What follows belongs to an exercise in optimizing a design on an open flow for small area; a production flow would make more cautious choices. In this exercise RTL edits were held to simulation tests only and were not proved equivalent to the original. Power is estimated from default activity; no workload was simulated.

## JK
==> flow/design.v (excerpt) <==
module uart (
  input        clk,
  input        rst,               
  input        en_16_x_baud,      
  input  [7:0] tx_data_in,
  input        tx_write_buffer,
  input        tx_reset_buffer,
  output       tx_serial_out,
  output       tx_buffer_full,
  output       tx_buffer_half_full,
  input        rx_serial_in,
  output [7:0] rx_data_out,
  input        rx_read_buffer,
  input        rx_reset_buffer,
  output       rx_buffer_data_present,
  output       rx_buffer_full,
  output       rx_buffer_half_full
);
For scale: ~290 flip-flops, about 30 I/O pins.
Settings: LEC_CHECK=0, CAP_MARGIN=20, CORE_MARGIN=2, CORE_UTILIZATION=60, PLACE_DENSITY=0.8, SLEW_MARGIN=20; clock period 5.0 ns.
standard.sh (not shown) runs the stock make flow with config.mk's settings and CLKGATE_MAP_FILE= SYNTH_SCRIPT=/design/flow/synth_recipe.tcl, a recipe that flattens the netlist after the stock synthesis.
==> flow/flow/run.sh <==
#!/bin/bash
# Own layout flow: the standard ORFS flow (same make targets, same config.mk and
# flow settings, same synthesis script and register mapping), with three changes:
#  1. ABC maps the combinational logic with the area-oriented script flow/area.abc
#     instead of ORFS's delay-oriented one (ORFS's synth.tcl is used otherwise unchanged);
#  2. clock tree synthesis gets explicit clustering settings and no dummy loads;
#  3. the port buffers that buffer_ports inserts are sky130_fd_sc_hd__buf_1.
# Each tool's output goes to orfs/logs (ORFS's own logs) and to make.log here.
set -euo pipefail
W=$(pwd)
# optional overrides for experiments (CTS_ARGS_OVERRIDE, CTS_SIZE, CTS_DIAM, CTS_BUF)
if [ -f flow/params.sh ]; then source flow/params.sh; fi
export FLOW_OWN_ABC="$W/flow/area.abc"
export CTS_ARGS="${CTS_ARGS_OVERRIDE:--sink_clustering_enable -repair_clock_nets -sink_clustering_size ${CTS_SIZE:-20} -sink_clustering_max_diameter ${CTS_DIAM:-70} -buf_list sky130_fd_sc_hd__clkbuf_${CTS_BUF:-8} -dont_use_dummy_load}"
export BUFFER_PORTS_ARGS="-buffer_cell sky130_fd_sc_hd__buf_1"

# standard.sh's make command line, with our synthesis script in place of synth_recipe.tcl
cmd=$(grep '^make ' standard.sh)
cmd=${cmd//"SYNTH_SCRIPT=$W/synth_recipe.tcl"/"SYNTH_SCRIPT=$W/flow/synth.tcl"}
cmd=${cmd//'"${@:-finish}"'/finish}
echo "$cmd" > make_cmd.txt
eval "$cmd" > make.log 2>&1

results=$W/orfs/results/$FLOW_PLATFORM/uart/base
: # left out here: write the final layout as DEF
==> flow/flow/params.sh <==
CTS_ARGS_OVERRIDE="-sink_clustering_enable -repair_clock_nets -sink_clustering_size 20 -sink_clustering_max_diameter 70 -buf_list sky130_fd_sc_hd__clkbuf_8 -root_buf sky130_fd_sc_hd__clkbuf_2 -tree_buf sky130_fd_sc_hd__clkbuf_2 -dont_use_dummy_load"
Other scripts of this flow, unchanged in this note and not shown: flow/flow/area.abc, flow/flow/synth.tcl
For MS, these inputs were changed with respect to JK:
--- a/flow/flow/run.sh
+++ b/flow/flow/run.sh
@@ -10,6 +10,5 @@
 W=$(pwd)
-# optional overrides for experiments (CTS_ARGS_OVERRIDE, CTS_SIZE, CTS_DIAM, CTS_BUF)
 if [ -f flow/params.sh ]; then source flow/params.sh; fi
 export FLOW_OWN_ABC="$W/flow/area.abc"
-export CTS_ARGS="${CTS_ARGS_OVERRIDE:--sink_clustering_enable -repair_clock_nets -sink_clustering_size ${CTS_SIZE:-20} -sink_clustering_max_diameter ${CTS_DIAM:-70} -buf_list sky130_fd_sc_hd__clkbuf_${CTS_BUF:-8} -dont_use_dummy_load}"
+export CTS_ARGS="${CTS_ARGS_OVERRIDE:--sink_clustering_enable -repair_clock_nets -sink_clustering_size ${CTS_SIZE:-20} -sink_clustering_max_diameter ${CTS_DIAM:-65} -buf_list sky130_fd_sc_hd__clkbuf_${CTS_BUF:-8} -dont_use_dummy_load}"
 export BUFFER_PORTS_ARGS="-buffer_cell sky130_fd_sc_hd__buf_1"
==> flow/flow/params.sh <==
CTS_DIAM=70
[summary]
MS ends up with a final setup slack of the worst path that is 0.23 ns higher than in JK.
MS and JK ended up with roughly the same post-layout utilization of the core.
Summary of MS over JK: clock network power moved up, final routed wire length divided by cell count level.
Here is what was changed in the inputs of AL compared with MS.
--- a/flow/flow/run.sh
+++ b/flow/flow/run.sh
@@ -10,5 +10,6 @@
 W=$(pwd)
+# optional overrides for experiments (CTS_ARGS_OVERRIDE, CTS_SIZE, CTS_DIAM, CTS_BUF)
 if [ -f flow/params.sh ]; then source flow/params.sh; fi
 export FLOW_OWN_ABC="$W/flow/area.abc"
-export CTS_ARGS="${CTS_ARGS_OVERRIDE:--sink_clustering_enable -repair_clock_nets -sink_clustering_size ${CTS_SIZE:-20} -sink_clustering_max_diameter ${CTS_DIAM:-65} -buf_list sky130_fd_sc_hd__clkbuf_${CTS_BUF:-8} -dont_use_dummy_load}"
+export CTS_ARGS="${CTS_ARGS_OVERRIDE:--sink_clustering_enable -repair_clock_nets -sink_clustering_size ${CTS_SIZE:-20} -sink_clustering_max_diameter ${CTS_DIAM:-70} -buf_list sky130_fd_sc_hd__clkbuf_${CTS_BUF:-8} -dont_use_dummy_load}"
 export BUFFER_PORTS_ARGS="-buffer_cell sky130_fd_sc_hd__buf_1"
==> flow/flow/params.sh <==
CTS_ARGS_OVERRIDE="-sink_clustering_enable -repair_clock_nets -sink_clustering_size 20 -sink_clustering_max_diameter 70 -buf_list sky130_fd_sc_hd__clkbuf_8 -root_buf sky130_fd_sc_hd__clkbuf_4 -tree_buf sky130_fd_sc_hd__clkbuf_4 -dont_use_dummy_load"
--- a/flow/config.mk
+++ b/flow/config.mk
@@ -9,4 +9,4 @@
 export CORE_MARGIN = 2
-export CORE_UTILIZATION = 60
-export PLACE_DENSITY = 0.8
+export CORE_UTILIZATION = 75
+export PLACE_DENSITY = 0.9
 export SLEW_MARGIN = 20
==> comparison <==
Looking at filler cell count in the final layout, AL sits about 44% lower than MS does.
When the final numbers for AL and MS were put side by side, the maximum fanout encountered on the critical timing path turned out to be smaller in MS.
The final reports for AL and MS show clock period minus final worst setup slack higher in the former.
Row power: AL lower / MS higher
MS -> AL: number of clock buffers in the layout delta 0, exact match
Sort AL and MS by buffer count excluding the clock tree in the final layout desc -> top: AL
[compare] base=MS new=AL: final area has decreased, critical path depth saw an increase.
Last element of the critical path: transmit.kcuart.serial_out -> AL, tx_buffer_full -> MS
Between AL and MS, the overall die area is higher for MS.

separate check: timing with driven ports:
The results above use ideal ports. As a check the final layouts listed here were re-extracted and re-timed, cells and wires unchanged.
Step 1: set_driving_cell puts a clkbuf_16 on clk and a buf_2 on each other input, an assumption about the parent block.
Step 2, shift: input delay + t, output delay - t, t = (earliest + latest rising clock arrival at the registers) / 2. This alone moves slack from input paths to output paths.
a / b / c = no drivers / after step 1 / after step 2; a / b = the first two.
run	t, ns	setup slack, ns	latest minus earliest clock arrival (ns)	worst register clock-pin slew, ns	pins driven straight from the clock port
JK	0.772	1.951 / 1.917 / 1.791	0.044 / 0.044	0.12 / 0.12	1
MS	0.559	2.179 / 2.139 / 1.796	0.023 / 0.023	0.11 / 0.11	1
AL	0.627	1.958 / 1.936 / 1.801	0.036 / 0.037	0.12 / 0.12	1
After both steps setup and hold are still met in every run listed. For MS, which loses most, drivers alone change the setup slack by -0.040 ns; drivers and shift together by -0.383 ns.
